What follows belongs to an exercise in optimizing a design on an open flow for small area; a production flow would make more cautious choices.
Only simulation tests tie the RTL to the original design; equivalence was not proved.
The flow treats the clock pin as an ideal source. Dropping or thinning the clock tree relies on that and would not hold on a real chip.
Power and IR drop assume default switching activity.

==> wip/cedar: inputs <==
// My_game
module My_game(input logic clk,rst,SW1,SW2,SW3,
					 output logic LEDR,LEDR2,LEDR3,LEDR4,LEDR5,LEDR6,LEDR7,LEDR8,LEDR9,LEDR10,
					 output logic HEX00,HEX01,HEX02,HEX03,HEX04,HEX05,HEX06,HEX07,
					 output logic HEX10,HEX11,HEX12,HEX13,HEX14,HEX15,HEX16,HEX17,
					 output logic HEX20,HEX21,HEX22,HEX23,HEX24,HEX25,HEX26,HEX27);
assign LEDR=rst;
assign LEDR2=SW1;
assign LEDR3=SW2;
assign LEDR4=SW3;
assign {LEDR6,LEDR7,LEDR8,LEDR9,LEDR10}=5'b0;
localparam logic [18:0] T_START = 19'h00000;  
localparam logic [18:0] T_END   = 19'h296da;  
localparam logic [18:0] T_MASK  = 19'h7dfff;  
logic [18:0] timer;
wire tick = ((timer ^ T_END) & T_MASK) == 19'd0;
wire restart = !rst || tick;
wire fb = timer[18] ^ timer[12] ^ 1'b0;
always_ff @(posedge clk)
	if (restart) timer <= T_START;
	else timer <= {~timer[17:0], fb};
logic [3:0] dig1;
logic [3:0] dig2;
logic [3:0] dig3;
function automatic logic [3:0] nxt(input logic [3:0] v);
	case (v)
	4'h0: nxt = 4'h1;
	4'h1: nxt = 4'h2;
	4'h2: nxt = 4'h3;
	4'h3: nxt = 4'h4;
  ...
==> module My_game, before the edit <==
module My_game(input logic clk,rst,SW1,SW2,SW3,
					 output logic LEDR,LEDR2,LEDR3,LEDR4,LEDR5,LEDR6,LEDR7,LEDR8,LEDR9,LEDR10,
					 output logic HEX00,HEX01,HEX02,HEX03,HEX04,HEX05,HEX06,HEX07,
					 output logic HEX10,HEX11,HEX12,HEX13,HEX14,HEX15,HEX16,HEX17,
					 output logic HEX20,HEX21,HEX22,HEX23,HEX24,HEX25,HEX26,HEX27);
assign LEDR=rst;
assign LEDR2=SW1;
assign LEDR3=SW2;
assign LEDR4=SW3;
assign {LEDR6,LEDR7,LEDR8,LEDR9,LEDR10}=5'b0;
localparam logic [18:0] T_START = 19'h00000;  
localparam logic [18:0] T_END   = 19'h296da;  
localparam logic [18:0] T_MASK  = 19'h7dfff;  
logic [18:0] timer;
wire tick = ((timer ^ T_END) & T_MASK) == 19'd0;
wire restart = !rst || tick;
wire fb = timer[18] ^ timer[12] ^ 1'b0;
always_ff @(posedge clk)
	if (restart) timer <= T_START;
	else timer <= {~timer[17:0], fb};
logic [3:0] dig1;
logic [3:0] dig2;
logic [3:0] dig3;
function automatic logic [3:0] nxt(input logic [3:0] v);
	case (v)
	4'h0: nxt = 4'h1;
	4'h1: nxt = 4'h2;
	4'h2: nxt = 4'h3;
	4'h3: nxt = 4'h4;
	4'h4: nxt = 4'h5;
	4'h5: nxt = 4'h6;
	4'h6: nxt = 4'h7;
	4'h7: nxt = 4'h8;
	4'h8: nxt = 4'h9;
	4'h9: nxt = 4'ha;
	4'ha: nxt = 4'hb;
	4'hb: nxt = 4'hc;
	4'hc: nxt = 4'hd;
	4'hd: nxt = 4'he;
	4'he: nxt = 4'hf;
	4'hf: nxt = 4'h0;
	endcase
endfunction
function automatic logic [7:0] seg(input logic [3:0] v);
	case (v)
	4'h0: seg = 8'b00000010;
	4'h1: seg = 8'b10011110;
	4'h2: seg = 8'b00100100;
	4'h3: seg = 8'b00001100;
	4'h4: seg = 8'b10011000;
	4'h5: seg = 8'b01001000;
	4'h6: seg = 8'b01000000;
	4'h7: seg = 8'b00011110;
	4'h8: seg = 8'b00000000;
	4'h9: seg = 8'b00001000;
	4'ha: seg = 8'b00010000;
	4'hb: seg = 8'b11000000;
	4'hc: seg = 8'b01100010;
	4'hd: seg = 8'b10000100;
	4'he: seg = 8'b01100000;
	4'hf: seg = 8'b01110000;
	endcase
endfunction
always_ff @(posedge clk)
	if (!rst) dig1 <= 4'h0;
	else if (tick && (!SW1 || dig1 == 4'hf)) dig1 <= nxt(dig1);
always_ff @(posedge clk)
	if (!rst) dig2 <= 4'h0;
	else if (tick && (!SW2 || dig2 == 4'hf)) dig2 <= nxt(dig2);
always_ff @(posedge clk)
	if (!rst) dig3 <= 4'h0;
	else if (tick && (!SW3 || dig3 == 4'hf)) dig3 <= nxt(dig3);
assign LEDR5 = SW1 && SW2 && SW3 && dig1 == dig2 && dig2 == dig3;
assign {HEX00,HEX01,HEX02,HEX03,HEX04,HEX05,HEX06,HEX07} = seg(dig1);
assign {HEX10,HEX11,HEX12,HEX13,HEX14,HEX15,HEX16,HEX17} = seg(dig2);
assign {HEX20,HEX21,HEX22,HEX23,HEX24,HEX25,HEX26,HEX27} = seg(dig3);
endmodule
make LEC_CHECK=0 CAP_MARGIN=20 CORE_MARGIN=2 CORE_UTILIZATION=40 SLEW_MARGIN=20 finish   # period 10.0 ns
run.sh (not shown) runs the stock make flow with config.mk's settings and CLKGATE_MAP_FILE= SYNTH_SCRIPT=/design/flow/synth_recipe.tcl, a recipe that flattens the netlist after the stock synthesis.
==> wip/nickel: changes against wip/cedar <==
--- a/flow/design.v
+++ b/flow/design.v
@@ -10,5 +10,5 @@
 assign {LEDR6,LEDR7,LEDR8,LEDR9,LEDR10}=5'b0;
-localparam logic [18:0] T_START = 19'h00000;  
-localparam logic [18:0] T_END   = 19'h296da;  
-localparam logic [18:0] T_MASK  = 19'h7dfff;  
+localparam logic [18:0] T_START = 19'h74017;  
+localparam logic [18:0] T_END   = 19'h113cd;  
+localparam logic [18:0] T_MASK  = 19'h76fef;  
 logic [18:0] timer;
@@ -16,3 +16,3 @@
 wire restart = !rst || tick;
-wire fb = timer[18] ^ timer[12] ^ 1'b0;
+wire fb = timer[18] ^ timer[12] ^ 1'b1;
 always_ff @(posedge clk)
==> flow/flow/run.sh (new file) <==
#!/bin/bash
# Own layout flow: the standard synthesis, its combinational logic re-mapped for area
# (best of a few ABC scripts), then the standard ORFS layout with minimum-size port
# buffers and a single clock buffer (flow/cts_pre.tcl).
set -euo pipefail
W=$(pwd)
F=$W/flow
RES=$W/orfs/results/sky130hd/My_game/base
PLAT=$FLOW_HOME/platforms/sky130hd
export LIB=$PLAT/lib/sky130_fd_sc_hd__tt_025C_1v80.lib

# 1. standard synthesis (unchanged)
bash standard.sh synth > $W/1_std_synth.log 2>&1
cp $RES/1_2_yosys.v $W/std_synth.v

# 2. re-map the combinational logic; keep the smallest result
export TOP=$FLOW_TOP IN_V=$W/std_synth.v
export KEEP_CELLS="sky130_fd_sc_hd__dfxtp_1 sky130_fd_sc_hd__conb_1"
export DU_ARGS=$(make -s -C $FLOW_HOME DESIGN_CONFIG=$W/config.mk print-DONT_USE_CELLS 2>/dev/null | sed -E 's/^DONT_USE_CELLS *[:=] *//' | tr ' ' '\n' | grep . | sed 's/^/-dont_use /' | tr '\n' ' ')
export PERIOD_PS=$(python3 -c "print(int(float('$FLOW_PERIOD_NS')*1000))")
printf 'set_driving_cell sky130_fd_sc_hd__buf_1\nset_load 5\n' > $W/abc.constr
export CONSTR=$W/abc.constr
remap_one() {
  local s=$1 n
  n=$(basename $s .script)
  ABC_SCRIPT=$s OUT_V=$W/remap_$n.v yosys -c $F/remap.tcl > $W/2_remap_$n.log 2>&1 || true
}
export -f remap_one
export W F
ls $F/abc_*.script | xargs -P ${NUM_CORES:-4} -I{} bash -c 'remap_one {}'
best=""; best_area=""
for s in $F/abc_*.script; do
  n=$(basename $s .script)
  OUT_V=$W/remap_$n.v
  [[ -f $OUT_V.stat ]] || continue
  a=$(grep 'Chip area' $OUT_V.stat | tail -1 | awk '{print $NF}')
  echo "$n $a" >> $W/remap_areas.txt
  if [[ -z "$best" ]] || python3 -c "import sys; sys.exit(0 if $a < $best_area else 1)"; then best=$OUT_V; best_area=$a; fi
done
echo "chosen: $best $best_area" >> $W/remap_areas.txt
if [[ -n "$best" ]]; then
  cp $best $RES/1_2_yosys.v
  rm -f $RES/1_synth.odb $RES/1_synth.sdc
fi

# 3. layout
export BUFFER_PORTS_ARGS="-buffer_cell sky130_fd_sc_hd__buf_1"
export PRE_CTS_TCL=$F/cts_pre.tcl CLOCK_BUF_CELL=sky130_fd_sc_hd__clkbuf_16
bash standard.sh finish > $W/3_layout.log 2>&1
==> flow/flow/abc_ds1.script (new file) <==
strash
&get -n
&deepsyn -T 20 -S 1
&put
dch
amap
topo
==> flow/flow/abc_ds1x2.script (new file) <==
strash
&get -n
&deepsyn -T 20 -S 1
&put
dch
amap
strash
dch
amap
topo
==> flow/flow/abc_ds2.script (new file) <==
strash
&get -n
&deepsyn -T 20 -S 2
&put
dch
amap
topo
==> flow/flow/abc_ds2x2.script (new file) <==
strash
&get -n
&deepsyn -T 20 -S 2
&put
dch
amap
strash
dch
amap
topo
==> flow/flow/abc_ds3.script (new file) <==
strash
&get -n
&deepsyn -T 20 -S 3
&put
dch
amap
topo
==> flow/flow/abc_ds4.script (new file) <==
strash
&get -n
&deepsyn -T 20 -S 4
&put
dch
amap
topo
==> flow/flow/abc_dsf.script (new file) <==
strash
&get -n
&deepsyn -T 20
&put
dch -f
amap
topo
==> flow/flow/abc_map3.script (new file) <==
strash
balance; rewrite; refactor; balance; rewrite; rewrite -z; balance; refactor -z; rewrite -z; balance
dch -f
map -a
strash
dch -f
map -a
strash
dch -f
map -a
topo
==> flow/flow/cts_pre.tcl (new file) <==
# Clock tree for a small design: one clock buffer, placed at the centre of the
# flip-flops, drives every flip-flop clock pin (so all registers see the same
# clock arrival). Replaces the H-tree that clock_tree_synthesis would build.
proc clock_tree_synthesis { args } {
  set block [ord::get_db_block]
  set sx 0.0
  set sy 0.0
  set n 0
  foreach inst [$block getInsts] {
    if { [[$inst getMaster] isSequential] } {
      set bb [$inst getBBox]
      set sx [expr { $sx + ([$bb xMin] + [$bb xMax]) / 2.0 }]
      set sy [expr { $sy + ([$bb yMin] + [$bb yMax]) / 2.0 }]
      incr n
    }
  }
  set dbu [$block getDbUnitsPerMicron]
  set x [expr { $sx / $n / $dbu }]
  set y [expr { $sy / $n / $dbu }]
  puts "clock buffer $::env(CLOCK_BUF_CELL) at ($x, $y) for $n flip-flops"
  insert_buffer -buffer_cell $::env(CLOCK_BUF_CELL) -net clk -location [list $x $y] \
    -buffer_name clkbuf_root -net_name clk_root
  set_propagated_clock [all_clocks]
}
==> flow/flow/remap.tcl (new file) <==
# Re-map the combinational logic of the standard synthesis netlist for area.
# The flip-flops and tie cells are kept as they are (same instances, names and cell types);
# only the gates between them are re-mapped by ABC with the script given in ABC_SCRIPT.
yosys read_liberty -ignore_miss_func $::env(LIB)
yosys read_verilog $::env(IN_V)
yosys hierarchy -top $::env(TOP)
foreach c $::env(KEEP_CELLS) { yosys blackbox $c }
yosys flatten
yosys delete t:\$scopeinfo
yosys opt -full
yosys abc -liberty $::env(LIB) {*}$::env(DU_ARGS) -script $::env(ABC_SCRIPT) -D $::env(PERIOD_PS) -constr $::env(CONSTR)
yosys opt_clean -purge
yosys tee -q -o $::env(OUT_V).stat stat -liberty $::env(LIB)
yosys write_verilog -noattr -nohex -nodec $::env(OUT_V)
==> flow/standard.sh (new file) <==
#!/bin/bash
# synth_recipe.tcl (not shown) runs the flow's synth.tcl, then flattens the netlist and writes it again
# the make line also repeats each setting of config.mk as NAME=value (left out here)
make -C /OpenROAD-flow-scripts/flow DESIGN_CONFIG=/design/flow/config.mk WORK_HOME=/design/flow/orfs CLKGATE_MAP_FILE= SYNTH_SCRIPT=/design/flow/synth_recipe.tcl "${@:-finish}"
--- a/flow/config.mk
+++ b/flow/config.mk
@@ -10,2 +10,3 @@
 export CORE_UTILIZATION = 40
+export GPL_TIMING_DRIVEN = 0
 export SLEW_MARGIN = 20
removed: flow/run.sh
==> wip/fjord: changes against wip/cedar <==
==> flow/flow/run.sh (new file) <==
#!/bin/bash
# Own layout flow: the standard synthesis, its combinational logic re-mapped for area
# (best of a few ABC scripts), then the standard ORFS layout with minimum-size port
# buffers and a small clock tree.
set -euo pipefail
W=$(pwd)
F=$W/flow
RES=$W/orfs/results/sky130hd/My_game/base
PLAT=$FLOW_HOME/platforms/sky130hd
export LIB=$PLAT/lib/sky130_fd_sc_hd__tt_025C_1v80.lib

# 1. standard synthesis (unchanged)
bash standard.sh synth > $W/1_std_synth.log 2>&1
cp $RES/1_2_yosys.v $W/std_synth.v

# 2. re-map the combinational logic; keep the smallest result
export TOP=$FLOW_TOP IN_V=$W/std_synth.v
export KEEP_CELLS="sky130_fd_sc_hd__dfxtp_1 sky130_fd_sc_hd__conb_1"
export DU_ARGS=$(make -s -C $FLOW_HOME DESIGN_CONFIG=$W/config.mk print-DONT_USE_CELLS 2>/dev/null | sed -E 's/^DONT_USE_CELLS *[:=] *//' | tr ' ' '\n' | grep . | sed 's/^/-dont_use /' | tr '\n' ' ')
export PERIOD_PS=$(python3 -c "print(int(float('$FLOW_PERIOD_NS')*1000))")
printf 'set_driving_cell sky130_fd_sc_hd__buf_1\nset_load 5\n' > $W/abc.constr
export CONSTR=$W/abc.constr
best=""; best_area=""
for s in $F/abc*.script; do
  n=$(basename $s .script)
  export ABC_SCRIPT=$s OUT_V=$W/remap_$n.v
  if yosys -c $F/remap.tcl > $W/2_remap_$n.log 2>&1; then
    a=$(grep 'Chip area' $OUT_V.stat | tail -1 | awk '{print $NF}')
    echo "$n $a" >> $W/remap_areas.txt
    if [[ -z "$best" ]] || python3 -c "import sys; sys.exit(0 if $a < $best_area else 1)"; then best=$OUT_V; best_area=$a; fi
  fi
done
echo "chosen: $best $best_area" >> $W/remap_areas.txt
if [[ -n "$best" ]]; then
  cp $best $RES/1_2_yosys.v
  rm -f $RES/1_synth.odb $RES/1_synth.sdc
fi

# 3. layout
export BUFFER_PORTS_ARGS="-buffer_cell sky130_fd_sc_hd__buf_1"
export CTS_ARGS="-sink_clustering_enable -repair_clock_nets -dont_use_dummy_load -buf_list sky130_fd_sc_hd__clkbuf_4 -sink_clustering_size 40 -sink_clustering_max_diameter 200"
bash standard.sh finish > $W/3_layout.log 2>&1
==> flow/flow/abc1.script (new file) <==
strash
dch
map -a
topo
==> flow/flow/abc2.script (new file) <==
strash
balance; rewrite; refactor; balance; rewrite; rewrite -z; balance; refactor -z; rewrite -z; balance
dch
map -a
topo
==> flow/flow/abc3.script (new file) <==
strash
balance; rewrite; refactor; balance; rewrite; rewrite -z; balance; refactor -z; rewrite -z; balance
dch -f
map -a
strash
dch -f
map -a
strash
dch -f
map -a
topo
==> flow/flow/abc4.script (new file) <==
strash
dch -f
map -a
strash
dch -f
map -a
strash
dch -f
map -a
strash
dch -f
map -a
topo
==> flow/flow/abc5.script (new file) <==
strash
&get -n
&st
&synch2
&dch
&nf -a -R 1000
&put
topo
==> flow/flow/remap.tcl (new file) <==
# Re-map the combinational logic of the standard synthesis netlist for area.
# The flip-flops and tie cells are kept as they are (same instances, names and cell types);
# only the gates between them are re-mapped by ABC with the script given in ABC_SCRIPT.
yosys read_liberty -ignore_miss_func $::env(LIB)
yosys read_verilog $::env(IN_V)
yosys hierarchy -top $::env(TOP)
foreach c $::env(KEEP_CELLS) { yosys blackbox $c }
yosys flatten
yosys delete t:\$scopeinfo
yosys opt -full
yosys abc -liberty $::env(LIB) {*}$::env(DU_ARGS) -script $::env(ABC_SCRIPT) -D $::env(PERIOD_PS) -constr $::env(CONSTR)
yosys opt_clean -purge
yosys tee -q -o $::env(OUT_V).stat stat -liberty $::env(LIB)
yosys write_verilog -noattr -nohex -nodec $::env(OUT_V)
==> flow/standard.sh (new file) <==
#!/bin/bash
# synth_recipe.tcl (not shown) runs the flow's synth.tcl, then flattens the netlist and writes it again
# the make line also repeats each setting of config.mk as NAME=value (left out here)
make -C /OpenROAD-flow-scripts/flow DESIGN_CONFIG=/design/flow/config.mk WORK_HOME=/design/flow/orfs CLKGATE_MAP_FILE= SYNTH_SCRIPT=/design/flow/synth_recipe.tcl "${@:-finish}"
removed: flow/run.sh
==> comparison table <==
metric                                                     wip/fjord               wip/nickel                wip/cedar
Status                                       complete, no violations  complete, no violations  complete, no violations
Non-filler instance count after layout                           303                      263                      356
Initial cell density of the core                               40.8%                    41.2%                    42.1%
Layout multi-input combinational cell count                      160                      133                      202
Total power                                                 0.201 mW                 0.188 mW                 0.257 mW
Data arrival time of the critical path                       2.90 ns                  2.77 ns                  3.50 ns
Clk. pwr                                                   0.0591 mW                0.0491 mW                 0.109 mW
Height of the die                                            64.7 um                  62.4 um                  78.0 um
Routed length per placed instance                            11.7 um                  12.2 um                  13.4 um
Metal-1 WL                                                   1810 um                  1490 um                  2230 um
Multi-input gate share of total cell area                      45.0%                    43.3%                    53.1%
Filler cells                                                     407                      355                      535
Via-per-instance ratio                                          5.10                     5.14                     5.27
In wip/nickel the design's own scripts or RTL, not TritonCTS, make the clock network.

[re-timing with driven ports]
The results above use ideal ports. As a check the final layouts listed here were re-extracted and re-timed, cells and wires unchanged. Step 1 assumes that a clkbuf_16 drives the clock port and a buf_2 every other input. Step 2 moves the port delays by t, midway between the first and last clock arrival at a register: inputs arrive t later, outputs are due t later. That takes back most of the time a late clock gives input paths. Slacks: ideal / step 1 / step 2; pairs: ideal / step 1.
run	t (ns)	setup WS [ns]	worst slew at a driven data input, ns
wip/cedar	0.304	4.497 / 4.475 / 4.475	0.03
wip/nickel	0.196	5.227 / 5.199 / 5.359	0.03
wip/fjord	0.336	5.099 / 5.077 / 5.077	0.03
After both steps setup and hold are still met in every run listed.
